This is an optimization exercise on Yosys and OpenROAD, whose aim is small area and a short achievable clock period, not a production implementation. RTL that was checked went through simulation tests only; none was proved equivalent to the original. For runs 5 and 6, only the layout was checked, not whether the RTL still works. Power figures rest on the tool's default switching activity, not on a simulated workload.

==> design.v <==
module L1_cache #(
    parameter CTID = 0)
    (
    input logic clock,
    input logic reset,
    input logic [31:0] PCF,                  
    input logic [31:0] addr_rst,             
    input logic [1:0] tid_fetch,             
    input logic [31:0] br_target,            
    input logic [1:0] tid_br,                
    input logic [31:0] l2addr,               
    input logic [1:0] l2_tid,                
    input logic [127:0] l2_line,             
    input logic l2_valid_rsp,                
    output logic br_req,                     
    output logic req_spec,                   
    output logic req_refill,                 
    output logic [31:0] instr                
    );
    logic         active;       
    logic [27:0]  tag;          
    logic [127:0] data;         
    logic         zeroed;       
    genvar gi;
    logic         tid_ok;       
    assign tid_ok = (l2_tid == CTID);
    logic [3:0]   fill_w, fill_wn;
    logic [127:0] blk;          
    generate
        for (gi = 0; gi < 4; gi++) begin : g_fill
            L1_fdec u_fdec (.valid(l2_valid_rsp), .tid_ok(tid_ok), .f(fill_w[gi]), .fn(fill_wn[gi]));
        end
        for (gi = 0; gi < 128; gi++) begin : g_blk
            L1_sel2 u_blk (.s(fill_w[gi/32]), .sn(fill_wn[gi/32]), .a(l2_line[gi]), .b(data[gi]), .y(blk[gi]));
        end
    endgenerate
    logic fill, fill_n, tload, thold;
    L1_fdec u_fdec_t (.valid(l2_valid_rsp), .tid_ok(tid_ok), .f(fill), .fn(fill_n));
    assign tload = fill & ~reset;
    assign thold = fill_n & ~reset;
    logic [27:0] tag_d;
    generate
        for (gi = 0; gi < 28; gi++) begin : g_tag
            L1_sel2 u_tag (.s(tload), .sn(thold), .a(l2addr[gi+4]), .b(tag[gi]), .y(tag_d[gi]));
        end
    endgenerate
    logic [6:0] ne_p, ne_b;
    generate
        for (gi = 0; gi < 7; gi++) begin : g_cmp
            L1_ne4 u_nep (.a(PCF[4*gi+7 -: 4]), .t(tag[4*gi+3 -: 4]), .ne(ne_p[gi]));
            L1_ne4 u_neb (.a(br_target[4*gi+7 -: 4]), .t(tag[4*gi+3 -: 4]), .ne(ne_b[gi]));
        end
    endgenerate
    logic miss_p, ok;
    assign miss_p = |ne_p;
    assign ok     = fill | ~zeroed;             
    localparam integer NH = 4;
    logic       ao_n;
    logic [3:0] pe;
    logic [NH-1:0] hn;
    assign ao_n = ~(active & ok);
    L1_nor2 u_pe0 (.a(ne_p[0]), .b(ne_p[1]), .y(pe[0]));
    L1_nor2 u_pe1 (.a(ne_p[2]), .b(ne_p[3]), .y(pe[1]));
    L1_nor2 u_pe2 (.a(ne_p[4]), .b(ne_p[5]), .y(pe[2]));
    L1_nor2 u_pe3 (.a(ne_p[6]), .b(ao_n),    .y(pe[3]));
    generate
        for (gi = 0; gi < NH; gi++) begin : g_hit
            L1_nand4 u_hn (.a(pe), .y(hn[gi]));
        end
    endgenerate
    logic [3:0] wsel;
    assign wsel[3] = (PCF[3:0] == 4'hc);
    assign wsel[2] = (PCF[3:0] == 4'h8);
    assign wsel[1] = (PCF[3:0] == 4'h4);
    assign wsel[0] = ~(wsel[3] | wsel[2] | wsel[1]);
    generate
        for (gi = 0; gi < 32; gi++) begin : g_out
            L1_word u_out (.s(wsel), .d({blk[96+gi], blk[64+gi], blk[32+gi], blk[gi]}), .hn(hn[gi/(32/NH)]), .y(instr[gi]));
        end
    endgenerate
    assign req_spec   = active & ~miss_p & wsel[3];
    assign req_refill = active & miss_p;
    assign br_req     = ~active & (tid_br == CTID) & (|ne_b);
    always_ff @(posedge clock) begin
        active <= (tid_fetch == CTID);
        data   <= blk;
        tag    <= tag_d;
        zeroed <= reset | (zeroed & fill_n);
    end
endmodule
module L1_fdec (input logic valid, input logic tid_ok, output logic f, output logic fn);
    assign f  = valid & tid_ok;
    assign fn = ~(valid & tid_ok);
endmodule
module L1_sel2 (input logic s, input logic sn, input logic a, input logic b, output logic y);
    assign y = (s & a) | (sn & b);
endmodule
module L1_ne4 (input logic [3:0] a, input logic [3:0] t, output logic ne);
    assign ne = |(a ^ t);
endmodule
module L1_word (input logic [3:0] s, input logic [3:0] d, input logic hn, output logic y);
    assign y = ~hn & (|(s & d));
endmodule
module L1_nor2 (input logic a, input logic b, output logic y);
    assign y = ~(a | b);
endmodule
module L1_nand4 (input logic [3:0] a, output logic y);
    assign y = ~(&a);
endmodule
==> flow/run.sh <==
#!/bin/bash
# Standard ORFS layout; the only change is that port buffers use the smallest buffer cell.
set -euo pipefail
export BUFFER_PORTS_ARGS="-buffer_cell sky130_fd_sc_hd__buf_1"
bash standard.sh > standard_flow.log 2>&1
==> standard.sh <==
#!/bin/bash
# synth_recipe.tcl (not shown) runs the flow's synth.tcl, then flattens the netlist and writes it again
# the make line also repeats each setting of config.mk as NAME=value (left out here)
make -C /OpenROAD-flow-scripts/flow DESIGN_CONFIG=/design/flow/config.mk WORK_HOME=/design/flow/orfs CLKGATE_MAP_FILE= SYNTH_SCRIPT=/design/flow/synth_recipe.tcl "${@:-finish}"
==> config.mk <==
export PLATFORM = sky130hd
export DESIGN_NAME = L1_cache
export DESIGN_NICKNAME = L1_cache
export VERILOG_FILES = /design/flow/design.v
export SDC_FILE = /design/flow/constraint.sdc
export NUM_CORES = 4
export LEC_CHECK = 0
export CAP_MARGIN = 20
export CORE_MARGIN = 2
export CORE_UTILIZATION = 40
export CTS_BUF_LIST = sky130_fd_sc_hd__clkbuf_4 sky130_fd_sc_hd__clkbuf_8
export SETUP_SLACK_MARGIN = 1.5
export SLEW_MARGIN = 20
export SYNTH_HIERARCHICAL = 1
==> constraint.sdc <==
create_clock -name core_clock -period 6.0 [get_ports {clock}]
set_input_delay 1.2000 -clock core_clock [delete_from_list [all_inputs] [get_ports {clock}]]
set_output_delay 1.2000 -clock core_clock [all_outputs]
set_load 0.01 [all_outputs]
==> run_summary.xml, run 1 <==
<?xml version="1.0" encoding="UTF-8"?>
<metrics>
  <group name="timing">
    <metric name="worstMarginPinSlew" unit="ns">1.080</metric>
    <metric name="totalNegativeSetupSlack" unit="ns">0</metric>
    <metric name="setup-violations-final" unit="">0</metric>
    <metric name="fmax" unit="GHz">0.2292</metric>
    <metric name="final.min_clock_period" unit="ns">4.363</metric>
    <metric name="slew_viol_final" unit="">0</metric>
    <metric name="finalWorstSetupSlack" unit="ns">1.637</metric>
    <metric name="post-route-period-util" unit="%">72.72</metric>
    <metric name="rsz0062_at_grt" unit="">no</metric>
    <metric name="relSlewSlack" unit="%">27.74</metric>
    <metric name="hold_violation_count_in_the_final_report" unit="">0</metric>
    <metric name="worst_clock_skew" unit="ns">0</metric>
  </group>
  <group name="floorplan">
    <metric name="overall_die_width" unit="microns">126.1</metric>
    <metric name="floorplan.die_area" unit="sq mm">0.01590</metric>
    <metric name="io_pins" unit="">300</metric>
    <metric name="start_util" unit="%">41.02</metric>
    <metric name="fp.dieH" unit="microns">126.1</metric>
    <metric name="num_rows" unit="">44</metric>
    <metric name="core-area" unit="sq mm">0.01453</metric>
  </group>
  <group name="grt">
    <metric name="grt-ovfl-total" unit="">0</metric>
    <metric name="number_of_antenna_violations_at_the_first_check_in_global_routing" unit="">0</metric>
    <metric name="maximum_number_of_pins_on_one_net_before_global_route_repair" unit="">33</metric>
    <metric name="grt_pass1_vias" unit="">5982</metric>
    <metric name="grt_first_pass_wirelength" unit="mm">31.33</metric>
    <metric name="groute.usage.overall" unit="%">25.17</metric>
  </group>
  <group name="cts">
    <metric name="clock_tree.htree_level_count" unit="">4</metric>
    <metric name="cts_tree" unit="">built</metric>
    <metric name="number_of_buffers_added_by_the_clock_tree_synthesis_step" unit="">17</metric>
    <metric name="cts.sink_count" unit="">158</metric>
    <metric name="clock_latency" unit="ns">0.44</metric>
    <metric name="clockBufferDepth" unit="">2</metric>
    <metric name="cts.root.buffer_cell" unit="">sky130_fd_sc_hd__clkbuf_8</metric>
    <metric name="postCtsHoldBufs" unit="">0</metric>
    <metric name="clkTransAtPathRegs" unit="ns">0.08</metric>
  </group>
  <group name="logic_synthesis">
    <metric name="muxShareOfSynthArea" unit="%">0</metric>
    <metric name="synthDominantCellAreaShare" unit="%">53.05</metric>
    <metric name="synth.avg_cell_area" unit="sq um">11.53</metric>
    <metric name="sequential_area_share_after_synthesis" unit="%">53.05</metric>
    <metric name="largest_family_of_logic_cells_by_synthesized_area" unit="">compound AO/OA/AOI/OAI gates</metric>
    <metric name="netlist_top_cells_area" unit="">sky130_fd_sc_hd__dfxtp_1 53%, sky130_fd_sc_hd__a22o_1 23%, sky130_fd_sc_hd__xnor2_1 8.2%</metric>
    <metric name="ffs_latches_synth" unit="">158</metric>
    <metric name="synth-adder-area-share" unit="%">0</metric>
    <metric name="postSynthNetCount" unit="">782</metric>
    <metric name="synth-simple-area-share" unit="%">4.407</metric>
    <metric name="synth_compound_gate_area_share" unit="%">34.25</metric>
    <metric name="synth_largest_area_cell" unit="">sky130_fd_sc_hd__dfxtp_1</metric>
    <metric name="synth_cell_types" unit="">20</metric>
    <metric name="ys.warnings.count" unit="">7</metric>
    <metric name="post_synth_instance_area" unit="sq mm">0.005962</metric>
    <metric name="synthCells" unit="">517</metric>
    <metric name="synth_xor_xnor_area_share" unit="%">8.227</metric>
  </group>
  <group name="layout">
    <metric name="diodes" unit="">0</metric>
    <metric name="flow.area_growth_from_synthesis" unit="%">30.47</metric>
    <metric name="final_core_util" unit="%">53.52</metric>
    <metric name="num-nets-final" unit="">1076</metric>
    <metric name="final_layout_size_suffix_gt1_share" unit="%">6.917</metric>
  </group>
  <group name="power">
    <metric name="switching_power" unit="mW">0.6253</metric>
    <metric name="cellPowerDensity" unit="mW/mm^2">315.8</metric>
    <metric name="p_int" unit="mW">1.831</metric>
    <metric name="switching_share" unit="%">25.46</metric>
    <metric name="fin_total_pwr" unit="mW">2.456</metric>
    <metric name="comb_power_share" unit="%">14.6</metric>
    <metric name="p_leak" unit="nW">2.888</metric>
    <metric name="power.share.sequential" unit="%">50.6</metric>
    <metric name="clkPwrFrac" unit="%">34.7</metric>
    <metric name="ir_drop" unit="uV">143.7</metric>
  </group>
  <group name="worst_setup_path">
    <metric name="critPathMaxFanout" unit="">10</metric>
    <metric name="worst_setup_path_start_kind" unit="">primary input</metric>
    <metric name="worstSetupStartpoint" unit="">l2_tid[1]</metric>
    <metric name="setup.worst_path.end_class" unit="">output pin</metric>
    <metric name="worstPathArrival" unit="ns">3.16</metric>
    <metric name="worst_ep_required_time" unit="ns">4.80</metric>
    <metric name="reg2regPathDepth" unit="">1</metric>
    <metric name="ws_path_type" unit="">primary input to output pin</metric>
    <metric name="critical_path.reg2reg.endpoint" unit="">tag[16]</metric>
    <metric name="r2r_setup_slack" unit="ns">5.36</metric>
    <metric name="reg2reg_from" unit="">tag[16]</metric>
  </group>
  <group name="routing">
    <metric name="drt_pre_antenna_iters" unit="">7</metric>
    <metric name="route.detailed.drc" unit="">0</metric>
    <metric name="detail_route.wirelength" unit="mm">20.23</metric>
    <metric name="dr_total_vias" unit="">5733</metric>
    <metric name="final_antenna_net_count" unit="">0</metric>
    <metric name="avgViaCountPerCell" unit="">5.688</metric>
    <metric name="detailedRoute.firstIterationViolations" unit="">338</metric>
    <metric name="drt-wirelength-per-cell" unit="microns">20.07</metric>
  </group>
  <group name="worst_hold_path">
    <metric name="holdCritPathClass" unit="">flip-flop to flip-flop</metric>
    <metric name="timing.hold.worst_endpoint" unit="">zeroed</metric>
    <metric name="worst_hold_startpoint" unit="">zeroed</metric>
    <metric name="min_delay_path_depth" unit="">1</metric>
  </group>
  <group name="placement">
    <metric name="place_worst_setup_slack" unit="ns">1.275</metric>
    <metric name="gp_routability_congestion" unit="">0.8494</metric>
    <metric name="place.detailed.hpwl" unit="mm">13.98</metric>
    <metric name="placement.io_buffers" unit="">259</metric>
  </group>
  <group name="run_status">
    <metric name="run_status" unit="">timing/DRC/antenna clean</metric>
  </group>
  <group name="job">
    <metric name="maxCapViolCount" unit="">0</metric>
  </group>
</metrics>
[synth_stat cells]
cell                        instances
sky130_fd_sc_hd__dfxtp_1          158
sky130_fd_sc_hd__a22o_1           156
sky130_fd_sc_hd__a22oi_1           64
sky130_fd_sc_hd__xnor2_1           56
sky130_fd_sc_hd__a21oi_1           32
sky130_fd_sc_hd__nand4_1           18
sky130_fd_sc_hd__nor2_1             7
sky130_fd_sc_hd__and2_1             5
sky130_fd_sc_hd__nand2_1            5
sky130_fd_sc_hd__nor2b_1            2
sky130_fd_sc_hd__nor3_1             2
sky130_fd_sc_hd__nor4_1             2
sky130_fd_sc_hd__nor4b_1            2
sky130_fd_sc_hd__o21ai_0            2
sky130_fd_sc_hd__a2111oi_1          1
sky130_fd_sc_hd__a21boi_0           1
sky130_fd_sc_hd__a21o_1             1
sky130_fd_sc_hd__and4_1             1
sky130_fd_sc_hd__and4bb_1           1
sky130_fd_sc_hd__inv_1              1
[metal layers]
metal	routed length, microns	part of all wire (%)	global-route usage, %
met1	8529	42	30.94
met2	9789	48	42.47
met3	1532	7.6	7.392
met4	380	1.9	8.080
met5	0	0	0
[registers in the layout, indices dropped and copies added, names as in the netlist]
signal	cells
tag	28
active	1
data	128
zeroed	1
[critical path, stage by stage]
cell and delay [ns]:
sky130_fd_sc_hd__buf_1 0.08, sky130_fd_sc_hd__nor2_2 0.29, sky130_fd_sc_hd__and2_1 0.20, sky130_fd_sc_hd__o21ai_0 0.08, sky130_fd_sc_hd__nor2_1 0.22, sky130_fd_sc_hd__nand4_1 0.54
sky130_fd_sc_hd__a21oi_1 0.33, sky130_fd_sc_hd__buf_1 0.22
[kinds of logic after synthesis]
logic type,count (synthesis)
AO/OA/AOI/OAI,257
XOR/XNOR,56
buffers and inverters,1
flip-flops,158
AND/OR/NAND/NOR,45
[power by group through the flow]
stage                     Clock (mW)  Combinational (mW)  Sequential, mW
after detailed placement           0               0.352            1.27
after global placement             0               0.340            1.26
after CTS                      0.868               0.357            1.24
after floorplan                    0               0.231            1.26
final                          0.853               0.359            1.24
after global routing           0.910               0.393            1.26
[Yosys stat by module, one instance, submodules excluded]
module	copies in the design	flip-flops and latches
L1_fdec	5	0
L1_cache	1	158
L1_ne4	14	0
L1_nand4	4	0
L1_nor2	4	0
L1_word	32	0
L1_sel2	156	0
[how the worst max path moves through the flow]
stage	end	slack, ns	depth (start not counted)
after floorplan	instr[0]	1.62	3
after global placement	instr[10]	1.29	8
after detailed placement	instr[10]	1.28	8
after CTS	instr[11]	1.50	6
after global routing	instr[19]	1.51	8
final	instr[26]	1.64	8
[area by class of cell]
| cell class | count | area, sq um |
|---|---|---|
| clock buffers | 20 | 275.3 |
| clock inverters | 12 | 157.7 |
| fillers | 1370 | 6755 |
| inverters | 1 | 3.754 |
| multi-input cells | 358 | 2856 |
| flip-flops and latches | 158 | 3163 |
| well taps | 184 | 230.2 |
| repair buffers | 275 | 1092 |
[per-stage QoR]
step / hold slack [ns] / cells / instance area [sq um]
global placement: 0.4365 / 973 / 7308
detailed placement: 0.4524 / 973 / 7308
global route: 0.4890 / 1008 / 7779
finish: 0.4627 / 1008 / 7779
floorplan: 0.4259 / 517 / 5974
CTS: 0.4735 / 1005 / 7744
[cell usage in the layout, fill, tap and decap left out, types with 2 or more instances in the layout]
| cell | synthesis | layout |
|---|---|---|
| sky130_fd_sc_hd__buf_1 | 0 | 259 |
| sky130_fd_sc_hd__dfxtp_1 | 158 | 158 |
| sky130_fd_sc_hd__a22o_1 | 156 | 156 |
| sky130_fd_sc_hd__a22oi_1 | 64 | 64 |
| sky130_fd_sc_hd__xnor2_1 | 56 | 56 |
| sky130_fd_sc_hd__a21oi_1 | 32 | 32 |
| sky130_fd_sc_hd__clkbuf_8 | 0 | 20 |
| sky130_fd_sc_hd__nand4_1 | 18 | 18 |
| sky130_fd_sc_hd__buf_4 | 0 | 16 |
| sky130_fd_sc_hd__nor2_1 | 7 | 6 |
| sky130_fd_sc_hd__nand2_1 | 5 | 5 |
| sky130_fd_sc_hd__and2_1 | 5 | 3 |
| sky130_fd_sc_hd__bufinv_16 | 0 | 3 |
| sky130_fd_sc_hd__clkinvlp_4 | 0 | 3 |
| sky130_fd_sc_hd__nor4_1 | 2 | 2 |
| sky130_fd_sc_hd__nor3_1 | 2 | 2 |
| sky130_fd_sc_hd__nor4b_4 | 0 | 2 |
| sky130_fd_sc_hd__nor2b_4 | 0 | 2 |
| sky130_fd_sc_hd__and2_2 | 0 | 2 |
| sky130_fd_sc_hd__inv_6 | 0 | 2 |
| sky130_fd_sc_hd__clkinv_4 | 0 | 2 |
| sky130_fd_sc_hd__clkinv_2 | 0 | 2 |
[repair_timing]
action / 4_1_cts / 5_1_grt
setup endpoints to repair: 32 / 32
buffers inserted: 0 / 3
resized for setup: 2 / 2
endpoints found under the hold margin: 0 / 0
==> inputs of run 2 (changes only) <==
--- a/config.mk
+++ b/config.mk
@@ -10,5 +10,5 @@
 export CORE_UTILIZATION = 40
 export CTS_BUF_LIST = sky130_fd_sc_hd__clkbuf_4 sky130_fd_sc_hd__clkbuf_8
-export SETUP_SLACK_MARGIN = 1.5
+export SETUP_SLACK_MARGIN = 2.0
 export SLEW_MARGIN = 20
 export SYNTH_HIERARCHICAL = 1
==> run 2 against run 1 <==
- still clean
- die area stayed put
- sequential power hardly changed
- synthesized cell count unchanged
- flip-flop and latch count unchanged
- routed wire length rose by 6.4%
- critical path depth rose by 1
- combinational power increased by 4%
==> run_summary.xml, run 2 <==
<?xml version="1.0" encoding="UTF-8"?>
<metrics>
  <group name="grt">
    <metric name="groute.usage.overall" unit="%">25.85</metric>
    <metric name="grt-ovfl-total" unit="">0</metric>
    <metric name="maximum_number_of_pins_on_one_net_before_global_route_repair" unit="">33</metric>
    <metric name="grt_first_pass_wirelength" unit="mm">32.11</metric>
    <metric name="number_of_antenna_violations_at_the_first_check_in_global_routing" unit="">0</metric>
    <metric name="grt_pass1_vias" unit="">6046</metric>
  </group>
  <group name="layout">
    <metric name="diodes" unit="">0</metric>
    <metric name="largest_register_ff_count" unit="">128</metric>
    <metric name="final_layout_size_suffix_gt1_share" unit="%">9.461</metric>
    <metric name="num-nets-final" unit="">1087</metric>
    <metric name="largest_register" unit="">data</metric>
    <metric name="design_area" unit="sq mm">0.007934</metric>
    <metric name="final_cells" unit="">1019</metric>
    <metric name="multiInputGateArea" unit="sq mm">0.002940</metric>
    <metric name="final_cell_mix" unit="">254 x sky130_fd_sc_hd__buf_1, 158 x sky130_fd_sc_hd__dfxtp_1, 156 x sky130_fd_sc_hd__a22o_1</metric>
    <metric name="filler_cell_count" unit="">1367</metric>
    <metric name="layout_top_registers" unit="">data (128), tag (28)</metric>
    <metric name="layout_commonest_cell" unit="">sky130_fd_sc_hd__buf_1</metric>
    <metric name="seqCellArea" unit="sq mm">0.003163</metric>
    <metric name="final_core_util" unit="%">54.59</metric>
    <metric name="flow.area_growth_from_synthesis" unit="%">33.07</metric>
  </group>
  <group name="timing">
    <metric name="worstMarginPinSlew" unit="ns">0.6956</metric>
    <metric name="post-route-period-util" unit="%">65.29</metric>
    <metric name="totalNegativeSetupSlack" unit="ns">0</metric>
    <metric name="hold_violation_count_in_the_final_report" unit="">0</metric>
    <metric name="setup-violations-final" unit="">0</metric>
    <metric name="rsz0062_at_grt" unit="">no</metric>
    <metric name="final.min_clock_period" unit="ns">3.917</metric>
    <metric name="slew_viol_final" unit="">0</metric>
    <metric name="worst_clock_skew" unit="ns">0</metric>
    <metric name="fmax" unit="GHz">0.2553</metric>
    <metric name="relSlewSlack" unit="%">53.45</metric>
  </group>
  <group name="power">
    <metric name="ir_drop" unit="uV">142.6</metric>
    <metric name="p_leak" unit="nW">2.969</metric>
    <metric name="cellPowerDensity" unit="mW/mm^2">304.7</metric>
  </group>
  <group name="logic_synthesis">
    <metric name="synth_top_cells_by_count" unit="">158 x sky130_fd_sc_hd__dfxtp_1, 156 x sky130_fd_sc_hd__a22o_1, 64 x sky130_fd_sc_hd__a22oi_1</metric>
    <metric name="ys_dominant_reg_cell" unit="">sky130_fd_sc_hd__dfxtp_1</metric>
    <metric name="post_synth_instance_area" unit="sq mm">0.005962</metric>
    <metric name="synth_largest_area_cell" unit="">sky130_fd_sc_hd__dfxtp_1</metric>
    <metric name="synth_cell_types" unit="">20</metric>
    <metric name="postSynth.asyncResetShare" unit="%">0</metric>
    <metric name="ffs_latches_synth" unit="">158</metric>
    <metric name="synth_enable_flop_cells" unit="">0</metric>
    <metric name="netlist_top_cells_area" unit="">sky130_fd_sc_hd__dfxtp_1 53%, sky130_fd_sc_hd__a22o_1 23%, sky130_fd_sc_hd__xnor2_1 8.2%</metric>
    <metric name="post-synth-top-count-cell" unit="">sky130_fd_sc_hd__dfxtp_1</metric>
    <metric name="sequential_area_share_after_synthesis" unit="%">53.05</metric>
    <metric name="ys.warnings.count" unit="">7</metric>
    <metric name="synthCells" unit="">517</metric>
    <metric name="synthDominantCellAreaShare" unit="%">53.05</metric>
    <metric name="postSynthNetCount" unit="">782</metric>
    <metric name="synth.avg_cell_area" unit="sq um">11.53</metric>
  </group>
  <group name="worst_setup_path">
    <metric name="setup.worst_path.end_class" unit="">output pin</metric>
    <metric name="ws_path_type" unit="">primary input to output pin</metric>
    <metric name="r2r_setup_slack" unit="ns">5.35</metric>
    <metric name="worst_ep_required_time" unit="ns">4.80</metric>
    <metric name="worst_setup_path_start_kind" unit="">primary input</metric>
    <metric name="reg2regPathDepth" unit="">1</metric>
    <metric name="worstSetupStartpoint" unit="">l2_tid[1]</metric>
    <metric name="reg2reg_from" unit="">tag[16]</metric>
    <metric name="critPathMaxFanout" unit="">18</metric>
    <metric name="critical_path.reg2reg.endpoint" unit="">tag[16]</metric>
    <metric name="worstPathArrival" unit="ns">2.72</metric>
  </group>
  <group name="worst_hold_path">
    <metric name="holdCritPathClass" unit="">flip-flop to flip-flop</metric>
    <metric name="min_delay_path_depth" unit="">1</metric>
    <metric name="worst_hold_startpoint" unit="">zeroed</metric>
    <metric name="timing.hold.worst_endpoint" unit="">zeroed</metric>
  </group>
  <group name="routing">
    <metric name="route.detailed.drc" unit="">0</metric>
    <metric name="final_antenna_net_count" unit="">0</metric>
    <metric name="avgViaCountPerCell" unit="">5.768</metric>
    <metric name="drt_pre_antenna_iters" unit="">5</metric>
    <metric name="detailedRoute.firstIterationViolations" unit="">402</metric>
    <metric name="detail_route.wirelength" unit="mm">21.53</metric>
    <metric name="drt-wirelength-per-cell" unit="microns">21.12</metric>
    <metric name="dr_total_vias" unit="">5878</metric>
  </group>
  <group name="placement">
    <metric name="placement.io_buffers" unit="">259</metric>
    <metric name="gp_routability_congestion" unit="">0.8241</metric>
    <metric name="post-place-cells" unit="">971</metric>
    <metric name="dpl-instance-area" unit="sq mm">0.007295</metric>
    <metric name="place.detailed.hpwl" unit="mm">14.19</metric>
  </group>
  <group name="cts">
    <metric name="cts.root.buffer_cell" unit="">sky130_fd_sc_hd__clkbuf_8</metric>
    <metric name="clkTransAtPathRegs" unit="ns">0.08</metric>
    <metric name="cts.sink_count" unit="">158</metric>
    <metric name="clockBufferDepth" unit="">2</metric>
    <metric name="postCtsHoldBufs" unit="">0</metric>
    <metric name="clock_latency" unit="ns">0.44</metric>
    <metric name="cts_tree" unit="">built</metric>
    <metric name="clock_tree.htree_level_count" unit="">4</metric>
    <metric name="number_of_buffers_added_by_the_clock_tree_synthesis_step" unit="">17</metric>
  </group>
  <group name="floorplan">
    <metric name="core-area" unit="sq mm">0.01453</metric>
    <metric name="io_pins" unit="">300</metric>
    <metric name="start_util" unit="%">41.02</metric>
    <metric name="floorplan.die_area" unit="sq mm">0.01590</metric>
    <metric name="num_rows" unit="">44</metric>
    <metric name="overall_die_width" unit="microns">126.1</metric>
    <metric name="fp.dieH" unit="microns">126.1</metric>
  </group>
  <group name="run_status">
    <metric name="run_status" unit="">timing/DRC/antenna clean</metric>
  </group>
  <group name="job">
    <metric name="maxCapViolCount" unit="">0</metric>
  </group>
</metrics>
==> run 2: cell counts after synthesis <==
Identical to the previous run, type by type.
==> run 2: timing repair <==
item / in CTS / in global routing
cloned: 2 / 2
setup endpoints to repair: 33 / 29
setup buffers: 8 / 4
pin swaps: 8 / 3
resized for setup: 19 / 15
endpoints found under the hold margin: 0 / 0
==> run 2: how the worst max path moves through the flow <==
stage,end,slack [ns],cells past startpoint
2_1_floorplan,instr[0],2.00,5
3_3_place_gp,instr[23],1.29,8
5_1_grt,instr[19],2.00,9
4_1_cts,instr[16],2.02,7
3_5_place_dp,instr[17],1.29,8
6_report,instr[7],2.08,9
==> run 2: Yosys stat by module (local to each module, per instance), excerpt <==
module	cells	times used
L1_cache	177	1
L1_ne4	5	14
L1_word	3	32
L1_fdec	2	5
L1_sel2	1	156
L1_nor2	1	4
==> run 2: logic make-up (layout without fill, tap and decap cells) <==
logic type / Yosys count / count (layout) / synth area share (%)
xor gates and xnor gates: 56 / 56 / 8.227
buffers and inverters: 1 / 315 / 0.06290
and+or+nand+nor: 45 / 48 / 4.407
DFF: 158 / 158 / 53.05
AOI/OAI and AO/OA: 257 / 258 / 34.25
==> run 2: where the power goes <==
| group | leakage [nW] | total [mW] | internal, mW | switching [mW] |
|---|---|---|---|---|
| logic | 1.45 | 0.373 | 0.192 | 0.181 |
| registers | 1.32 | 1.24 | 1.20 | 0.0458 |
| clock network | 0.196 | 0.800 | 0.399 | 0.401 |
| total | 2.97 | 2.42 | 1.79 | 0.627 |
==> run 2: area by class of cell <==
| type | instances | area share (%) |
|---|---|---|
| Clock buffer | 20 | 3.391 |
| Clock inverter | 12 | 1.735 |
| Inverter | 1 | 0.04731 |
| Multi-Input combinational cell | 362 | 37.06 |
| Sequential cell | 158 | 39.87 |
| Tap cell | 184 | 2.902 |
| Timing Repair Buffer | 282 | 15.00 |
==> run 2: worst max-delay path, stage by stage <==
cell	delay, ns
sky130_fd_sc_hd__buf_1	0.14
sky130_fd_sc_hd__nor2_4	0.08
sky130_fd_sc_hd__buf_12	0.13
sky130_fd_sc_hd__nand2_4	0.16
sky130_fd_sc_hd__buf_4	0.32
sky130_fd_sc_hd__a22o_1	0.19
sky130_fd_sc_hd__a22oi_1	0.07
sky130_fd_sc_hd__a21oi_1	0.24
sky130_fd_sc_hd__buf_1	0.18
==> run 2: per-stage QoR <==
stage	hold WS [ns]	worst slack [ns]	total power [mW]
finish	0.4697	2.083	2.417
global route	0.4871	2.000	2.526
CTS	0.4715	2.018	2.427
detailed placement	0.4514	1.292	1.619
global placement	0.4340	1.292	1.602
floorplan	0.4259	2.001	1.486
==> run 2: metal layers <==
| layer | global-route usage [%] | routed length (microns) | up-vias | share of wire [%] |
|---|---|---|---|---|
| met5 | 0 | 0 | - | 0 |
| met4 | 6.658 | 286 | 0 | 1.3 |
| met3 | 8.199 | 2002 | 21 | 9.3 |
| met2 | 42.88 | 10150 | 304 | 47 |
| met1 | 32.72 | 9083 | 2833 | 42 |
| li1 | - | - | 2720 | - |
==> inputs of run 3 (changes only) <==
--- a/config.mk
+++ b/config.mk
@@ -10,4 +10,5 @@
 export CORE_UTILIZATION = 40
 export CTS_BUF_LIST = sky130_fd_sc_hd__clkbuf_4 sky130_fd_sc_hd__clkbuf_8
+export GPL_TIMING_DRIVEN = 0
 export SETUP_SLACK_MARGIN = 2.0
 export SLEW_MARGIN = 20
==> run 3 against run 2 <==
- design area grew 3.2%
- still clean
- sequential power about the same
- critical path type unchanged
- first-iteration DRC count is 2.0% lower
- area after synthesis stayed put
- global-route usage up 1.1 points
- maximum frequency shrank 0.19%
- sequential share of layout area fell by 1.2 points
- clock skew stayed put
- routed wire length rose by 2.9%
==> run_summary.xml, run 3 <==
<?xml version="1.0" encoding="UTF-8"?>
<metrics>
  <group name="timing">
    <metric name="final.min_clock_period" unit="ns">3.925</metric>
    <metric name="totalNegativeSetupSlack" unit="ns">0</metric>
    <metric name="hold_violation_count_in_the_final_report" unit="">0</metric>
    <metric name="rsz0062_at_grt" unit="">no</metric>
    <metric name="worst_clock_skew" unit="ns">0</metric>
    <metric name="fmax" unit="GHz">0.2548</metric>
    <metric name="post-route-period-util" unit="%">65.41</metric>
    <metric name="worst_hold_slack" unit="ns">0.4732</metric>
    <metric name="worstMarginPinSlew" unit="ns">0.7694</metric>
    <metric name="setup-violations-final" unit="">0</metric>
    <metric name="relSlewSlack" unit="%">48.47</metric>
    <metric name="slew_viol_final" unit="">0</metric>
  </group>
  <group name="layout">
    <metric name="layout_commonest_cell" unit="">sky130_fd_sc_hd__buf_1</metric>
    <metric name="num-nets-final" unit="">1095</metric>
    <metric name="final_layout_size_suffix_gt1_share" unit="%">13.06</metric>
    <metric name="final_cell_mix" unit="">240 x sky130_fd_sc_hd__buf_1, 158 x sky130_fd_sc_hd__dfxtp_1, 156 x sky130_fd_sc_hd__a22o_1</metric>
    <metric name="largest_register" unit="">data</metric>
    <metric name="diodes" unit="">0</metric>
    <metric name="flow.area_growth_from_synthesis" unit="%">37.31</metric>
    <metric name="largest_register_ff_count" unit="">128</metric>
    <metric name="layout_top_registers" unit="">data (128), tag (28)</metric>
  </group>
  <group name="grt">
    <metric name="maximum_number_of_pins_on_one_net_before_global_route_repair" unit="">33</metric>
    <metric name="grt_first_pass_wirelength" unit="mm">33.15</metric>
    <metric name="groute.usage.overall" unit="%">26.95</metric>
    <metric name="grt-ovfl-total" unit="">0</metric>
    <metric name="number_of_antenna_violations_at_the_first_check_in_global_routing" unit="">0</metric>
    <metric name="grt_pass1_vias" unit="">6150</metric>
  </group>
  <group name="routing">
    <metric name="met3_wirelength" unit="mm">1.950</metric>
    <metric name="route.top_layer_used" unit="">met4</metric>
    <metric name="drt-wirelength-per-cell" unit="microns">21.60</metric>
    <metric name="detail_route.wirelength" unit="mm">22.16</metric>
    <metric name="final_antenna_net_count" unit="">0</metric>
    <metric name="route.detailed.drc" unit="">0</metric>
    <metric name="avgViaCountPerCell" unit="">5.794</metric>
    <metric name="met2WireLength" unit="mm">10.24</metric>
    <metric name="dr_total_vias" unit="">5945</metric>
    <metric name="detailedRoute.firstIterationViolations" unit="">394</metric>
    <metric name="met1Wirelength" unit="mm">9.521</metric>
    <metric name="drt_pre_antenna_iters" unit="">5</metric>
  </group>
  <group name="worst_hold_path">
    <metric name="holdCritPathClass" unit="">flip-flop to flip-flop</metric>
    <metric name="min_delay_path_depth" unit="">1</metric>
  </group>
  <group name="logic_synthesis">
    <metric name="postSynth.asyncResetShare" unit="%">0</metric>
    <metric name="synth_enable_flop_cells" unit="">0</metric>
    <metric name="post_synth_instance_area" unit="sq mm">0.005962</metric>
    <metric name="ffs_latches_synth" unit="">158</metric>
    <metric name="postSynthNetCount" unit="">782</metric>
    <metric name="synthCells" unit="">517</metric>
    <metric name="ys_dominant_reg_cell" unit="">sky130_fd_sc_hd__dfxtp_1</metric>
    <metric name="ys.warnings.count" unit="">7</metric>
    <metric name="netlist_top_cells_area" unit="">sky130_fd_sc_hd__dfxtp_1 53%, sky130_fd_sc_hd__a22o_1 23%, sky130_fd_sc_hd__xnor2_1 8.2%</metric>
    <metric name="synthDominantCellAreaShare" unit="%">53.05</metric>
    <metric name="sequential_area_share_after_synthesis" unit="%">53.05</metric>
    <metric name="synth_top_cells_by_count" unit="">158 x sky130_fd_sc_hd__dfxtp_1, 156 x sky130_fd_sc_hd__a22o_1, 64 x sky130_fd_sc_hd__a22oi_1</metric>
    <metric name="post-synth-top-count-cell" unit="">sky130_fd_sc_hd__dfxtp_1</metric>
    <metric name="synth_largest_area_cell" unit="">sky130_fd_sc_hd__dfxtp_1</metric>
    <metric name="synth.avg_cell_area" unit="sq um">11.53</metric>
    <metric name="synth_cell_types" unit="">20</metric>
  </group>
  <group name="cts">
    <metric name="cts.sink_count" unit="">158</metric>
    <metric name="clock_tree.htree_level_count" unit="">4</metric>
    <metric name="cts_tree" unit="">built</metric>
    <metric name="number_of_buffers_added_by_the_clock_tree_synthesis_step" unit="">17</metric>
    <metric name="clock_latency" unit="ns">0.44</metric>
    <metric name="clkTransAtPathRegs" unit="ns">0.07</metric>
    <metric name="cts.root.buffer_cell" unit="">sky130_fd_sc_hd__clkbuf_8</metric>
    <metric name="clockBufferDepth" unit="">2</metric>
  </group>
  <group name="worst_setup_path">
    <metric name="ws_path_type" unit="">primary input to output pin</metric>
    <metric name="critPathMaxFanout" unit="">11</metric>
    <metric name="worst_ep_required_time" unit="ns">4.80</metric>
    <metric name="worst_setup_path_start_kind" unit="">primary input</metric>
    <metric name="worstPathArrival" unit="ns">2.72</metric>
    <metric name="setup.worst_path.end_class" unit="">output pin</metric>
    <metric name="reg2regPathDepth" unit="">2</metric>
  </group>
  <group name="floorplan">
    <metric name="num_rows" unit="">44</metric>
    <metric name="core-area" unit="sq mm">0.01453</metric>
    <metric name="io_pins" unit="">300</metric>
    <metric name="overall_die_width" unit="microns">126.1</metric>
    <metric name="start_util" unit="%">41.02</metric>
    <metric name="fp.dieH" unit="microns">126.1</metric>
    <metric name="floorplan.die_area" unit="sq mm">0.01590</metric>
  </group>
  <group name="power">
    <metric name="p_leak" unit="nW">3.118</metric>
    <metric name="ir_drop" unit="uV">124.7</metric>
    <metric name="cellPowerDensity" unit="mW/mm^2">295.7</metric>
  </group>
  <group name="job">
    <metric name="maxCapViolCount" unit="">0</metric>
  </group>
  <group name="run_status">
    <metric name="run_status" unit="">timing/DRC/antenna clean</metric>
  </group>
  <group name="placement">
    <metric name="place.detailed.hpwl" unit="mm">14.45</metric>
    <metric name="gp_routability_congestion" unit="">0.8261</metric>
    <metric name="placement.io_buffers" unit="">259</metric>
  </group>
</metrics>
run 3: where the power goes:
| group | switching, mW | internal (mW) |
|---|---|---|
| Sequential | 0.0482 | 1.20 |
| Combinational | 0.190 | 0.209 |
| Clock | 0.377 | 0.399 |
| Total | 0.614 | 1.81 |
run 3: per-layer routing:
layer,GRT usage [%],up-vias
li1,-,2735
met1,34.56,2864
met2,43.96,312
met3,7.901,34
met4,8.339,0
met5,0,-
run 3: layout make-up:
type,count,area [sq um]
well taps,184,230.2
clock buffers,26,332.8
clock inverters,5,55.05
flip-flops and latches,158,3163
fillers,1354,6347
repair buffers,289,1409
inverters,1,3.754
multi-input cells,363,2993
run 3: logic make-up after synthesis:
kind of cell / Yosys count / synth area share [%]
AND/OR/NAND/NOR: 45 / 4.407
AO/OA/AOI/OAI: 257 / 34.25
XOR/XNOR: 56 / 8.227
buffers and inverters: 1 / 0.06290
flip-flops: 158 / 53.05
run 3: path summary, 6_finish.rpt:
check,slack [ns],startpoint,end
min reg2reg,0.47,data[127],data[127]
max reg2reg,5.26,data[8],data[8]
min,0.47,data[127],data[127]
max,2.08,PCF[3],instr[18]
run 3: Yosys stat by module, one instance, submodules excluded, excerpt:
module / area [sq um] / copies in the design / flip-flops and latches / cells inside
L1_cache: 3287 / 1 / 158 / 177
L1_word: 20.02 / 32 / 0 / 3
L1_fdec: 10.01 / 5 / 0 / 2
L1_sel2: 8.758 / 156 / 0 / 1
L1_nand4: 6.256 / 4 / 0 / 1
L1_nor2: 3.754 / 4 / 0 / 1
run 3: what timing repair did:
action | CTS | global route
gates cloned | 4 | 4
pin swaps | 9 | 24
hold buffers | 0 | 0
buffers inserted | 10 | 8
endpoints found under the setup margin | 32 | 32
resized for setup | 12 | 53
run 3: stage by stage:
step | power, mW | cell area (sq um) | utilization (%) | setup WS, ns | std cells
finish | 2.420 | 8187 | 56.33 | 2.075 | 1026
global route | 2.525 | 8187 | 56.33 | 1.981 | 1026
CTS | 2.406 | 7928 | 54.55 | 1.982 | 1014
detailed placement | 1.627 | 7376 | 50.75 | 1.309 | 969
global placement | 1.597 | 7196 | 49.51 | 0.4476 | 960
floorplan | 1.486 | 5993 | - | 2.001 | 517
run 3: worst max-delay path, cell delays in order:
cell and delay (ns):
sky130_fd_sc_hd__buf_1 0.26, sky130_fd_sc_hd__nor4b_4 0.33, sky130_fd_sc_hd__buf_6 0.21, sky130_fd_sc_hd__buf_4 0.23, sky130_fd_sc_hd__a22oi_1 0.12, sky130_fd_sc_hd__a21oi_1 0.20
sky130_fd_sc_hd__buf_1 0.17
==> inputs of run 4 (changes only) <==
--- a/config.mk
+++ b/config.mk
@@ -6,10 +6,9 @@
 export NUM_CORES = 4
 export LEC_CHECK = 0
-export CAP_MARGIN = 20
+export CAP_MARGIN = 10
 export CORE_MARGIN = 2
 export CORE_UTILIZATION = 40
 export CTS_BUF_LIST = sky130_fd_sc_hd__clkbuf_4 sky130_fd_sc_hd__clkbuf_8
-export GPL_TIMING_DRIVEN = 0
 export SETUP_SLACK_MARGIN = 2.0
-export SLEW_MARGIN = 20
+export SLEW_MARGIN = 10
 export SYNTH_HIERARCHICAL = 1
==> run 4 against run 3 <==
- still clean on timing, DRC and antenna
- clock-buffer cell count decreased by 6
- power decreased by 0.28%
- synthesized cell count did not move
- utilization decreased by 1.9 points
- critical path depth up 2
- flip-flop and latch count did not move
- maximum frequency down 0.43%
- routed wire length is 3.2% lower
- critical path type unchanged
- critical endpoint is now instr[8]
- highest routed layer unchanged
==> run_summary.xml, run 4 <==
<?xml version="1.0" encoding="UTF-8"?>
<metrics>
  <group name="run_status">
    <metric name="run_status" unit="">timing/DRC/antenna clean</metric>
  </group>
  <group name="logic_synthesis">
    <metric name="ys.warnings.count" unit="">7</metric>
    <metric name="largest_family_of_logic_cells_by_synthesized_area" unit="">compound AO/OA/AOI/OAI gates</metric>
    <metric name="synthCells" unit="">517</metric>
    <metric name="muxShareOfSynthArea" unit="%">0</metric>
    <metric name="postSynth.asyncResetShare" unit="%">0</metric>
    <metric name="synth.avg_cell_area" unit="sq um">11.53</metric>
    <metric name="synth_largest_area_cell" unit="">sky130_fd_sc_hd__dfxtp_1</metric>
    <metric name="synth_cell_types" unit="">20</metric>
    <metric name="synthDominantCellAreaShare" unit="%">53.05</metric>
    <metric name="synth_compound_gate_area_share" unit="%">34.25</metric>
    <metric name="post_synth_instance_area" unit="sq mm">0.005962</metric>
    <metric name="post-synth-top-count-cell" unit="">sky130_fd_sc_hd__dfxtp_1</metric>
    <metric name="synth-adder-area-share" unit="%">0</metric>
    <metric name="synth_enable_flop_cells" unit="">0</metric>
    <metric name="ys_dominant_reg_cell" unit="">sky130_fd_sc_hd__dfxtp_1</metric>
    <metric name="netlist_top_cells_area" unit="">sky130_fd_sc_hd__dfxtp_1 53%, sky130_fd_sc_hd__a22o_1 23%, sky130_fd_sc_hd__xnor2_1 8.2%</metric>
    <metric name="ffs_latches_synth" unit="">158</metric>
    <metric name="sequential_area_share_after_synthesis" unit="%">53.05</metric>
    <metric name="synth-simple-area-share" unit="%">4.407</metric>
    <metric name="synth_xor_xnor_area_share" unit="%">8.227</metric>
    <metric name="postSynthNetCount" unit="">782</metric>
    <metric name="synth_top_cells_by_count" unit="">158 x sky130_fd_sc_hd__dfxtp_1, 156 x sky130_fd_sc_hd__a22o_1, 64 x sky130_fd_sc_hd__a22oi_1</metric>
  </group>
  <group name="timing">
    <metric name="setup-violations-final" unit="">0</metric>
    <metric name="slew_viol_final" unit="">0</metric>
    <metric name="rsz0062_at_grt" unit="">yes</metric>
    <metric name="worst_hold_slack" unit="ns">0.4701</metric>
    <metric name="totalNegativeSetupSlack" unit="ns">0</metric>
    <metric name="fmax" unit="GHz">0.2537</metric>
    <metric name="hold_violation_count_in_the_final_report" unit="">0</metric>
    <metric name="post-route-period-util" unit="%">65.69</metric>
    <metric name="final.min_clock_period" unit="ns">3.942</metric>
    <metric name="worstMarginPinSlew" unit="ns">1.170</metric>
    <metric name="worst_clock_skew" unit="ns">0</metric>
    <metric name="relSlewSlack" unit="%">21.64</metric>
  </group>
  <group name="cts">
    <metric name="number_of_buffers_added_by_the_clock_tree_synthesis_step" unit="">17</metric>
    <metric name="cts.sink_count" unit="">158</metric>
    <metric name="clkTransAtPathRegs" unit="ns">0.08</metric>
    <metric name="cts_tree" unit="">built</metric>
    <metric name="cts.root.buffer_cell" unit="">sky130_fd_sc_hd__clkbuf_8</metric>
    <metric name="postCtsHoldBufs" unit="">0</metric>
    <metric name="clock_tree.htree_level_count" unit="">4</metric>
    <metric name="clock_latency" unit="ns">0.44</metric>
    <metric name="clockBufferDepth" unit="">2</metric>
  </group>
  <group name="worst_setup_path">
    <metric name="setup.worst_path.end_class" unit="">output pin</metric>
    <metric name="reg2regPathDepth" unit="">1</metric>
    <metric name="worstPathArrival" unit="ns">2.74</metric>
    <metric name="critical_path.reg2reg.endpoint" unit="">tag[16]</metric>
    <metric name="ws_path_type" unit="">primary input to output pin</metric>
    <metric name="reg2reg_from" unit="">tag[16]</metric>
    <metric name="critPathMaxFanout" unit="">8</metric>
    <metric name="r2r_setup_slack" unit="ns">5.35</metric>
    <metric name="worst_setup_path_start_kind" unit="">primary input</metric>
    <metric name="worst_ep_required_time" unit="ns">4.80</metric>
  </group>
  <group name="power">
    <metric name="ir_drop" unit="uV">142.8</metric>
    <metric name="p_leak" unit="nW">2.967</metric>
    <metric name="cellPowerDensity" unit="mW/mm^2">305.2</metric>
  </group>
  <group name="routing">
    <metric name="dr_total_vias" unit="">5870</metric>
    <metric name="detailedRoute.firstIterationViolations" unit="">449</metric>
    <metric name="avgViaCountPerCell" unit="">5.766</metric>
    <metric name="route.detailed.drc" unit="">0</metric>
    <metric name="detail_route.wirelength" unit="mm">21.45</metric>
    <metric name="drt_pre_antenna_iters" unit="">5</metric>
    <metric name="final_antenna_net_count" unit="">0</metric>
    <metric name="drt-wirelength-per-cell" unit="microns">21.07</metric>
  </group>
  <group name="grt">
    <metric name="grt_pass1_vias" unit="">6046</metric>
    <metric name="grt_first_pass_wirelength" unit="mm">32.11</metric>
    <metric name="maximum_number_of_pins_on_one_net_before_global_route_repair" unit="">33</metric>
    <metric name="number_of_antenna_violations_at_the_first_check_in_global_routing" unit="">0</metric>
    <metric name="grt-ovfl-total" unit="">0</metric>
    <metric name="groute.usage.overall" unit="%">25.85</metric>
  </group>
  <group name="layout">
    <metric name="layout_top_registers" unit="">data (128), tag (28)</metric>
    <metric name="largest_register" unit="">data</metric>
    <metric name="num-nets-final" unit="">1086</metric>
    <metric name="final_cell_mix" unit="">249 x sky130_fd_sc_hd__buf_1, 158 x sky130_fd_sc_hd__dfxtp_1, 156 x sky130_fd_sc_hd__a22o_1</metric>
    <metric name="design_area" unit="sq mm">0.007908</metric>
    <metric name="final_core_util" unit="%">54.41</metric>
    <metric name="flow.area_growth_from_synthesis" unit="%">32.63</metric>
    <metric name="diodes" unit="">0</metric>
    <metric name="final_cells" unit="">1018</metric>
    <metric name="final_layout_size_suffix_gt1_share" unit="%">10.07</metric>
    <metric name="largest_register_ff_count" unit="">128</metric>
    <metric name="layout_commonest_cell" unit="">sky130_fd_sc_hd__buf_1</metric>
  </group>
  <group name="worst_hold_path">
    <metric name="timing.hold.worst_endpoint" unit="">zeroed</metric>
    <metric name="holdCritPathClass" unit="">flip-flop to flip-flop</metric>
    <metric name="min_delay_path_depth" unit="">1</metric>
    <metric name="worst_hold_startpoint" unit="">zeroed</metric>
  </group>
  <group name="floorplan">
    <metric name="io_pins" unit="">300</metric>
    <metric name="core-area" unit="sq mm">0.01453</metric>
    <metric name="fp.dieH" unit="microns">126.1</metric>
    <metric name="start_util" unit="%">41.02</metric>
    <metric name="num_rows" unit="">44</metric>
    <metric name="overall_die_width" unit="microns">126.1</metric>
    <metric name="floorplan.die_area" unit="sq mm">0.01590</metric>
  </group>
  <group name="job">
    <metric name="maxCapViolCount" unit="">0</metric>
  </group>
  <group name="placement">
    <metric name="place.detailed.hpwl" unit="mm">14.19</metric>
    <metric name="gp_routability_congestion" unit="">0.8241</metric>
    <metric name="placement.io_buffers" unit="">259</metric>
    <metric name="post-place-cells" unit="">971</metric>
    <metric name="dpl-instance-area" unit="sq mm">0.007295</metric>
  </group>
</metrics>
[run 4: worst max-delay path by stage]
stage                     startpoint        end  slack, ns  cells past startpoint
after CTS                  l2_tid[1]  instr[16]       2.02                      7
after global routing       l2_tid[0]   instr[8]       1.93                      9
after global placement     l2_tid[1]  instr[23]       1.29                      8
after floorplan            l2_tid[1]   instr[0]       2.00                      5
final                      l2_tid[0]   instr[8]       2.06                      9
after detailed placement   l2_tid[1]  instr[17]       1.29                      8
[run 4: metrics by stage]
| step | power (mW) | worst slack (ns) |
|---|---|---|
| floorplan | 1.486 | 2.001 |
| global placement | 1.602 | 1.292 |
| detailed placement | 1.619 | 1.292 |
| CTS | 2.427 | 2.018 |
| global route | 2.523 | 1.934 |
| finish | 2.414 | 2.058 |
[run 4: layer usage]
metal,global-route usage [%],up-vias,routed length (microns),share of wire (%)
met4,6.658,0,299,1.4
met2,42.88,304,9979,47
met3,8.199,21,1955,9.1
met1,32.72,2827,9217,43
met5,0,-,0,0
li1,-,2718,-,-
[run 4: layout make-up]
cell class              instances  area, sq um
clock inverters                12        137.6
inverters                       1        3.754
well taps                     184        230.2
multi-input cells             362         2932
clock buffers                  20        269.0
fillers                      1371         6626
repair buffers                281         1172
flip-flops and latches        158         3163
[run 4: logic make-up after synthesis]
| group | after synthesis |
|---|---|
| AND/OR/NAND/NOR | 45 |
| flip-flops | 158 |
| buffers and inverters | 1 |
| XOR/XNOR | 56 |
| AO/OA/AOI/OAI | 257 |
[run 4: worst max-delay path: stages]
cell and delay (ns):
sky130_fd_sc_hd__buf_1 0.15, sky130_fd_sc_hd__nor2_4 0.23, sky130_fd_sc_hd__and2_1 0.17, sky130_fd_sc_hd__o21ai_0 0.08
sky130_fd_sc_hd__nor2_1 0.21, sky130_fd_sc_hd__nand4_1 0.16, sky130_fd_sc_hd__buf_6 0.18, sky130_fd_sc_hd__a21oi_1 0.18
sky130_fd_sc_hd__buf_1 0.18
[run 4: repair_timing]
action / CTS / global route
setup endpoints to repair: 33 / 29
gates cloned: 2 / 2
buffers inserted: 8 / 3
pin swaps: 8 / 3
resized for setup: 19 / 17
[run 4: modules after synthesis (local to each module, per instance)]
module    area (sq um)  flip-flops and latches  times used  cells
L1_nand4         6.256                       0           4      1
L1_word          20.02                       0          32      3
L1_ne4           41.29                       0          14      5
L1_cache          3287                     158           1    177
L1_sel2          8.758                       0         156      1
L1_fdec          10.01                       0           5      2
L1_nor2          3.754                       0           4      1
[run 4: report_power, final]
part	switching [mW]	internal (mW)
clock network	0.399	0.399
logic	0.181	0.190
registers	0.0460	1.20
total	0.626	1.79
==> inputs of run 5 (changes only) <==
--- a/design.v
+++ b/design.v
@@ -23,18 +23,25 @@
     logic         zeroed;       
     genvar gi;
-    logic         tid_ok;       
-    assign tid_ok = (l2_tid == CTID);
-    logic [3:0]   fill_w, fill_wn;
-    logic [127:0] blk;          
+    localparam integer NF = 8;
+    logic [1:0]    tid_ok;      
+    logic [NF-1:0] fill_w, fill_wn;
+    logic [127:0]  blk;         
     generate
-        for (gi = 0; gi < 4; gi++) begin : g_fill
-            L1_fdec u_fdec (.valid(l2_valid_rsp), .tid_ok(tid_ok), .f(fill_w[gi]), .fn(fill_wn[gi]));
+        for (gi = 0; gi < 2; gi++) begin : g_tid
+            if (CTID == 0) begin : g_t0
+                L1_nor2 u_tidok (.a(l2_tid[0]), .b(l2_tid[1]), .y(tid_ok[gi]));
+            end else begin : g_tn
+                assign tid_ok[gi] = (l2_tid == CTID);
+            end
+        end
+        for (gi = 0; gi < NF; gi++) begin : g_fill
+            L1_fdec u_fdec (.valid(l2_valid_rsp), .tid_ok(tid_ok[gi/(NF/2)]), .f(fill_w[gi]), .fn(fill_wn[gi]));
         end
         for (gi = 0; gi < 128; gi++) begin : g_blk
-            L1_sel2 u_blk (.s(fill_w[gi/32]), .sn(fill_wn[gi/32]), .a(l2_line[gi]), .b(data[gi]), .y(blk[gi]));
+            L1_sel2 u_blk (.s(fill_w[gi/(128/NF)]), .sn(fill_wn[gi/(128/NF)]), .a(l2_line[gi]), .b(data[gi]), .y(blk[gi]));
         end
     endgenerate
     logic fill, fill_n, tload, thold;
-    L1_fdec u_fdec_t (.valid(l2_valid_rsp), .tid_ok(tid_ok), .f(fill), .fn(fill_n));
+    L1_fdec u_fdec_t (.valid(l2_valid_rsp), .tid_ok(tid_ok[1]), .f(fill), .fn(fill_n));
     assign tload = fill & ~reset;
     assign thold = fill_n & ~reset;
--- a/config.mk
+++ b/config.mk
@@ -6,9 +6,9 @@
 export NUM_CORES = 4
 export LEC_CHECK = 0
-export CAP_MARGIN = 10
+export CAP_MARGIN = 20
 export CORE_MARGIN = 2
 export CORE_UTILIZATION = 40
 export CTS_BUF_LIST = sky130_fd_sc_hd__clkbuf_4 sky130_fd_sc_hd__clkbuf_8
 export SETUP_SLACK_MARGIN = 2.0
-export SLEW_MARGIN = 10
+export SLEW_MARGIN = 20
 export SYNTH_HIERARCHICAL = 1
==> run 5 against run 4 <==
- non-clock buffer count down 6
- setup slack worse by 0.0029 ns
- maximum frequency barely moved
- sequential power hardly changed
- combinational power down 1%
- global-route usage down 1.2 points
- flip-flop and latch count stayed put
- clock-buffer cell count down 2
- utilization shrank 0.33 points
==> run_summary.xml, run 5 <==
<?xml version="1.0" encoding="UTF-8"?>
<metrics>
  <group name="logic_synthesis">
    <metric name="synthCells" unit="">526</metric>
    <metric name="post_synth_instance_area" unit="sq mm">0.006006</metric>
    <metric name="synthDominantCellAreaShare" unit="%">52.67</metric>
    <metric name="synth_top_cells_by_count" unit="">158 x sky130_fd_sc_hd__dfxtp_1, 156 x sky130_fd_sc_hd__a22o_1, 64 x sky130_fd_sc_hd__a22oi_1</metric>
    <metric name="ffs_latches_synth" unit="">158</metric>
    <metric name="synth_largest_area_cell" unit="">sky130_fd_sc_hd__dfxtp_1</metric>
    <metric name="postSynth.asyncResetShare" unit="%">0</metric>
    <metric name="sequential_area_share_after_synthesis" unit="%">52.67</metric>
    <metric name="postSynthNetCount" unit="">791</metric>
    <metric name="synth.avg_cell_area" unit="sq um">11.42</metric>
    <metric name="synth_cell_types" unit="">20</metric>
    <metric name="ys_dominant_reg_cell" unit="">sky130_fd_sc_hd__dfxtp_1</metric>
    <metric name="netlist_top_cells_area" unit="">sky130_fd_sc_hd__dfxtp_1 53%, sky130_fd_sc_hd__a22o_1 23%, sky130_fd_sc_hd__xnor2_1 8.2%</metric>
    <metric name="synth_enable_flop_cells" unit="">0</metric>
    <metric name="ys.warnings.count" unit="">7</metric>
    <metric name="post-synth-top-count-cell" unit="">sky130_fd_sc_hd__dfxtp_1</metric>
  </group>
  <group name="placement">
    <metric name="dpl-instance-area" unit="sq mm">0.007297</metric>
    <metric name="gp_routability_congestion" unit="">0.8699</metric>
    <metric name="post-place-cells" unit="">974</metric>
    <metric name="place.detailed.hpwl" unit="mm">14.39</metric>
    <metric name="placement.io_buffers" unit="">259</metric>
  </group>
  <group name="layout">
    <metric name="final_cells" unit="">1018</metric>
    <metric name="largest_register" unit="">data</metric>
    <metric name="flow.area_growth_from_synthesis" unit="%">31.35</metric>
    <metric name="layout_commonest_cell" unit="">sky130_fd_sc_hd__buf_1</metric>
    <metric name="final_layout_size_suffix_gt1_share" unit="%">10.67</metric>
    <metric name="layout_top_registers" unit="">data (128), tag (28)</metric>
    <metric name="final_cell_mix" unit="">245 x sky130_fd_sc_hd__buf_1, 158 x sky130_fd_sc_hd__dfxtp_1, 156 x sky130_fd_sc_hd__a22o_1</metric>
    <metric name="diodes" unit="">0</metric>
    <metric name="num-nets-final" unit="">1086</metric>
    <metric name="largest_register_ff_count" unit="">128</metric>
    <metric name="final_core_util" unit="%">54.07</metric>
    <metric name="design_area" unit="sq mm">0.007889</metric>
  </group>
  <group name="cts">
    <metric name="clock_latency" unit="ns">0.45</metric>
    <metric name="clkTransAtPathRegs" unit="ns">0.08</metric>
    <metric name="cts.sink_count" unit="">158</metric>
    <metric name="cts.root.buffer_cell" unit="">sky130_fd_sc_hd__clkbuf_8</metric>
    <metric name="clock_tree.htree_level_count" unit="">4</metric>
    <metric name="postCtsHoldBufs" unit="">0</metric>
    <metric name="cts_tree" unit="">built</metric>
    <metric name="number_of_buffers_added_by_the_clock_tree_synthesis_step" unit="">17</metric>
    <metric name="clockBufferDepth" unit="">2</metric>
  </group>
  <group name="power">
    <metric name="ir_drop" unit="uV">161.4</metric>
    <metric name="p_leak" unit="nW">2.985</metric>
    <metric name="cellPowerDensity" unit="mW/mm^2">301.6</metric>
  </group>
  <group name="job">
    <metric name="maxCapViolCount" unit="">0</metric>
  </group>
  <group name="floorplan">
    <metric name="floorplan.die_area" unit="sq mm">0.01601</metric>
    <metric name="start_util" unit="%">41.17</metric>
    <metric name="overall_die_width" unit="microns">126.5</metric>
    <metric name="io_pins" unit="">300</metric>
    <metric name="fp.dieH" unit="microns">126.5</metric>
    <metric name="num_rows" unit="">44</metric>
    <metric name="core-area" unit="sq mm">0.01459</metric>
  </group>
  <group name="routing">
    <metric name="detail_route.wirelength" unit="mm">20.29</metric>
    <metric name="drt-wirelength-per-cell" unit="microns">19.93</metric>
    <metric name="dr_total_vias" unit="">5798</metric>
    <metric name="route.detailed.drc" unit="">0</metric>
    <metric name="avgViaCountPerCell" unit="">5.695</metric>
    <metric name="drt_pre_antenna_iters" unit="">5</metric>
    <metric name="detailedRoute.firstIterationViolations" unit="">473</metric>
    <metric name="final_antenna_net_count" unit="">0</metric>
  </group>
  <group name="worst_setup_path">
    <metric name="critPathMaxFanout" unit="">8</metric>
    <metric name="worstPathArrival" unit="ns">2.74</metric>
    <metric name="setup.worst_path.end_class" unit="">output pin</metric>
    <metric name="r2r_setup_slack" unit="ns">5.35</metric>
    <metric name="worst_ep_required_time" unit="ns">4.80</metric>
    <metric name="worst_setup_path_start_kind" unit="">primary input</metric>
    <metric name="ws_path_type" unit="">primary input to output pin</metric>
  </group>
  <group name="grt">
    <metric name="groute.usage.overall" unit="%">24.67</metric>
    <metric name="grt_first_pass_wirelength" unit="mm">30.90</metric>
    <metric name="number_of_antenna_violations_at_the_first_check_in_global_routing" unit="">0</metric>
    <metric name="maximum_number_of_pins_on_one_net_before_global_route_repair" unit="">33</metric>
    <metric name="grt-ovfl-total" unit="">0</metric>
    <metric name="grt_pass1_vias" unit="">5801</metric>
  </group>
  <group name="timing">
    <metric name="slew_viol_final" unit="">0</metric>
    <metric name="rsz0062_at_grt" unit="">yes</metric>
    <metric name="relSlewSlack" unit="%">53.26</metric>
    <metric name="fmax" unit="GHz">0.2535</metric>
    <metric name="hold_violation_count_in_the_final_report" unit="">0</metric>
    <metric name="post-route-period-util" unit="%">65.74</metric>
    <metric name="worstMarginPinSlew" unit="ns">0.6996</metric>
    <metric name="worst_clock_skew" unit="ns">0</metric>
    <metric name="totalNegativeSetupSlack" unit="ns">0</metric>
    <metric name="setup-violations-final" unit="">0</metric>
    <metric name="final.min_clock_period" unit="ns">3.945</metric>
  </group>
  <group name="worst_hold_path">
    <metric name="holdCritPathClass" unit="">flip-flop to flip-flop</metric>
  </group>
  <group name="run_status">
    <metric name="run_status" unit="">timing/DRC/antenna clean</metric>
  </group>
</metrics>
[run 5: cell count changes after synthesis, sizes merged]
cell | before | now
and2 | 5 | 9
nand2 | 5 | 9
nor2 | 7 | 8
[run 5: cells by family after synthesis]
group                     count (synthesis)  share of synthesized area [%]
AOI/OAI and AO/OA                       257                          34.00
xor gates and xnor gates                 56                          8.167
and+or+nand+nor                          54                          5.104
buffers and inverters                     1                        0.06244
DFF                                     158                          52.67
[run 5: final cells by class]
| class | count | area, sq um |
|---|---|---|
| Fill cell | 1373 | 6700 |
| Sequential cell | 158 | 3163 |
| Multi-Input combinational cell | 368 | 2985 |
| Timing Repair Buffer | 275 | 1124 |
| Clock buffer | 18 | 247.7 |
| Tap cell | 184 | 230.2 |
| Clock inverter | 14 | 135.1 |
| Inverter | 1 | 3.754 |
[run 5: final timing paths]
| check | startpoint | to | depth (start not counted) |
|---|---|---|---|
| max | l2_tid[0] | instr[8] | 9 |
| min | zeroed | zeroed | 1 |
| max reg2reg | tag[0] | tag[0] | 1 |
| min reg2reg | zeroed | zeroed | 1 |
[run 5: per-stage QoR]
stage          worst slack (ns)  hold slack [ns]  power [mW]
6_report                  2.055           0.4707       2.379
3_3_place_gp              1.502           0.4363       1.600
5_1_grt                   1.986           0.4910       2.491
4_1_cts                   1.999           0.4773       2.382
2_1_floorplan             2.008           0.4259       1.487
3_5_place_dp              1.472           0.4526       1.617
[run 5: power breakdown]
group / switching [mW] / leakage (nW) / internal (mW)
logic: 0.176 / 1.47 / 0.190
clock network: 0.422 / 0.193 / 0.347
registers: 0.0470 / 1.32 / 1.20
total: 0.645 / 2.99 / 1.73
[run 5: what timing repair did]
item | 4_1_cts | 5_1_grt
resized for setup | 22 | 34
endpoints found under the setup margin | 33 | 32
pin swaps | 1 | 3
setup buffers | 8 | 3
cloned | 0 | 1
[run 5: per-module statistics from Yosys (local to each module, per instance)]
module    cells  area [sq um]  flops+latches
L1_sel2       1         8.758              0
L1_ne4        5         41.29              0
L1_nor2       1         3.754              0
L1_cache    176          3283            158
L1_word       3         20.02              0
L1_nand4      1         6.256              0
L1_fdec       2         10.01              0
[run 5: routing by layer]
metal	up-vias	GRT usage (%)	wire [microns]
met4	0	7.369	418
met2	289	38.57	9246
met1	2759	33.12	8911
met3	29	7.212	1714
li1	2721	-	-
met5	-	0	0
[run 5: worst max-delay path: stages]
cell and delay [ns]:
sky130_fd_sc_hd__buf_2 0.17, sky130_fd_sc_hd__nor2_4 0.20, sky130_fd_sc_hd__and2_1 0.17, sky130_fd_sc_hd__o21ai_0 0.08, sky130_fd_sc_hd__nor2_1 0.24, sky130_fd_sc_hd__nand4_1 0.14, sky130_fd_sc_hd__buf_4 0.20, sky130_fd_sc_hd__a21oi_1 0.17
sky130_fd_sc_hd__buf_1 0.17
==> inputs of run 6 (changes only) <==
--- a/config.mk
+++ b/config.mk
@@ -10,5 +10,5 @@
 export CORE_UTILIZATION = 40
 export CTS_BUF_LIST = sky130_fd_sc_hd__clkbuf_4 sky130_fd_sc_hd__clkbuf_8
-export SETUP_SLACK_MARGIN = 2.0
+export SETUP_SLACK_MARGIN = 2.5
 export SLEW_MARGIN = 20
 export SYNTH_HIERARCHICAL = 1
==> run 6 against run 5 <==
- critical endpoint is now instr[3]
- die area unchanged
- clock power up 5.3%
- flip-flop and latch count unchanged
==> run_summary.xml, run 6 <==
<?xml version="1.0" encoding="UTF-8"?>
<metrics>
  <group name="run_status">
    <metric name="run_status" unit="">timing/DRC/antenna clean</metric>
  </group>
  <group name="worst_setup_path">
    <metric name="crit_family" unit="">compound AO/OA/AOI/OAI gates</metric>
    <metric name="reg2regPathDepth" unit="">4</metric>
    <metric name="reg2reg_from" unit="">data[11]</metric>
  </group>
  <group name="logic_synthesis">
    <metric name="post_synth_instance_area" unit="sq mm">0.006006</metric>
    <metric name="synth_largest_area_cell" unit="">sky130_fd_sc_hd__dfxtp_1</metric>
    <metric name="post-synth-top-count-cell" unit="">sky130_fd_sc_hd__dfxtp_1</metric>
    <metric name="ys.warnings.count" unit="">7</metric>
    <metric name="synth_cell_types" unit="">20</metric>
    <metric name="synth_enable_flop_cells" unit="">0</metric>
    <metric name="synth_top_cells_by_count" unit="">158 x sky130_fd_sc_hd__dfxtp_1, 156 x sky130_fd_sc_hd__a22o_1, 64 x sky130_fd_sc_hd__a22oi_1</metric>
  </group>
  <group name="floorplan">
    <metric name="fp.dieH" unit="microns">126.5</metric>
  </group>
  <group name="routing">
    <metric name="route.detailed.drc" unit="">0</metric>
    <metric name="detail_route.wirelength" unit="mm">21.86</metric>
  </group>
  <group name="timing">
    <metric name="totalNegativeSetupSlack" unit="ns">0</metric>
    <metric name="final.min_clock_period" unit="ns">3.720</metric>
    <metric name="slew_viol_final" unit="">0</metric>
    <metric name="post-route-period-util" unit="%">62.00</metric>
  </group>
  <group name="cts">
    <metric name="cts_tree" unit="">built</metric>
    <metric name="cts.root.buffer_cell" unit="">sky130_fd_sc_hd__clkbuf_8</metric>
    <metric name="clock_tree.htree_level_count" unit="">4</metric>
    <metric name="number_of_buffers_added_by_the_clock_tree_synthesis_step" unit="">17</metric>
    <metric name="postCtsHoldBufs" unit="">0</metric>
    <metric name="cts.sink_count" unit="">158</metric>
  </group>
  <group name="grt">
    <metric name="met1_usage" unit="%">32.15</metric>
    <metric name="gr-usage-met2" unit="%">44.39</metric>
  </group>
  <group name="layout">
    <metric name="final_layout_size_suffix_gt1_share" unit="%">27.07</metric>
    <metric name="diodes" unit="">0</metric>
    <metric name="largest_register" unit="">data</metric>
    <metric name="largest_register_ff_count" unit="">128</metric>
    <metric name="final_cell_mix" unit="">216 x sky130_fd_sc_hd__buf_1, 158 x sky130_fd_sc_hd__dfxtp_1, 156 x sky130_fd_sc_hd__a22o_1</metric>
    <metric name="layout_top_registers" unit="">data (128), tag (28)</metric>
  </group>
  <group name="worst_hold_path">
    <metric name="holdCritPathClass" unit="">flip-flop to flip-flop</metric>
  </group>
  <group name="placement">
    <metric name="place.detailed.hpwl" unit="mm">14.22</metric>
  </group>
</metrics>
## run 6: cell counts after synthesis
No cell type changed its count.
## run 6: metrics by stage
stage / total power [mW] / util [%] / area, sq um / hold slack, ns
3_5_place_dp: 1.631 / 50.77 / 7407 / 0.4523
3_3_place_gp: 1.616 / 50.72 / 7400 / 0.4354
6_report: 2.529 / 60.54 / 8832 / 0.4787
4_1_cts: 2.510 / 59.04 / 8613 / 0.4763
2_1_floorplan: 1.495 / - / 6162 / 0.4259
5_1_grt: 2.630 / 60.54 / 8832 / 0.4987
## run 6: power by group
group,total [mW],internal [mW],switching [mW]
clock,0.809,0.429,0.380
sequential,1.25,1.20,0.0489
combinational,0.472,0.245,0.227
## run 6: worst reg2reg max path: stages, from the launching register on
cell,delay (ns)
sky130_fd_sc_hd__dfxtp_1,0.30
sky130_fd_sc_hd__a22o_1,0.20
sky130_fd_sc_hd__buf_4,0.14
sky130_fd_sc_hd__buf_4,0.12
sky130_fd_sc_hd__buf_4,0.12
## run 6: how the worst max path moves through the flow
stage           endpoint
3_5_place_dp   instr[24]
5_1_grt         instr[0]
2_1_floorplan   instr[0]
4_1_cts         instr[3]
6_report        instr[3]
3_3_place_gp   instr[16]
## run 6: per-layer routing
layer	vias up	share of wire (%)
met4	0	2.2
li1	2803	-
met3	35	8.4
met5	-	0
met2	220	48
met1	2903	41
## run 6: area by class of cell
cell class	count	area share [%]
Tap cell	184	2.607
Timing Repair Buffer	303	17.11
Clock inverter	6	0.9350
Sequential cell	158	35.81
Clock buffer	25	3.612
Inverter	1	0.04250
Multi-Input combinational cell	375	39.88
## run 6: cell families (layout without fill, tap and decap cells)
group	Yosys count	count (layout)	share of synthesized area [%]
AOI/OAI and AO/OA	257	258	34.00
DFF	158	158	52.67
xor gates and xnor gates	56	56	8.167
and+or+nand+nor	54	61	5.104
buffers and inverters	1	335	0.06244
## run 6: Yosys stat by module (local to each module, per instance)
| module | area [sq um] | flip-flops and latches | cells inside |
|---|---|---|---|
| L1_fdec | 10.01 | 0 | 2 |
| L1_nor2 | 3.754 | 0 | 1 |
| L1_word | 20.02 | 0 | 3 |
| L1_sel2 | 8.758 | 0 | 1 |
| L1_nand4 | 6.256 | 0 | 1 |
| L1_cache | 3283 | 158 | 176 |
| L1_ne4 | 41.29 | 0 | 5 |
## run 6: what timing repair did
item	4_1_cts	5_1_grt
gates resized for setup	154	24
buffers inserted	25	13
cloned	8	2
pin swaps	75	44
endpoints found under the setup margin	33	35
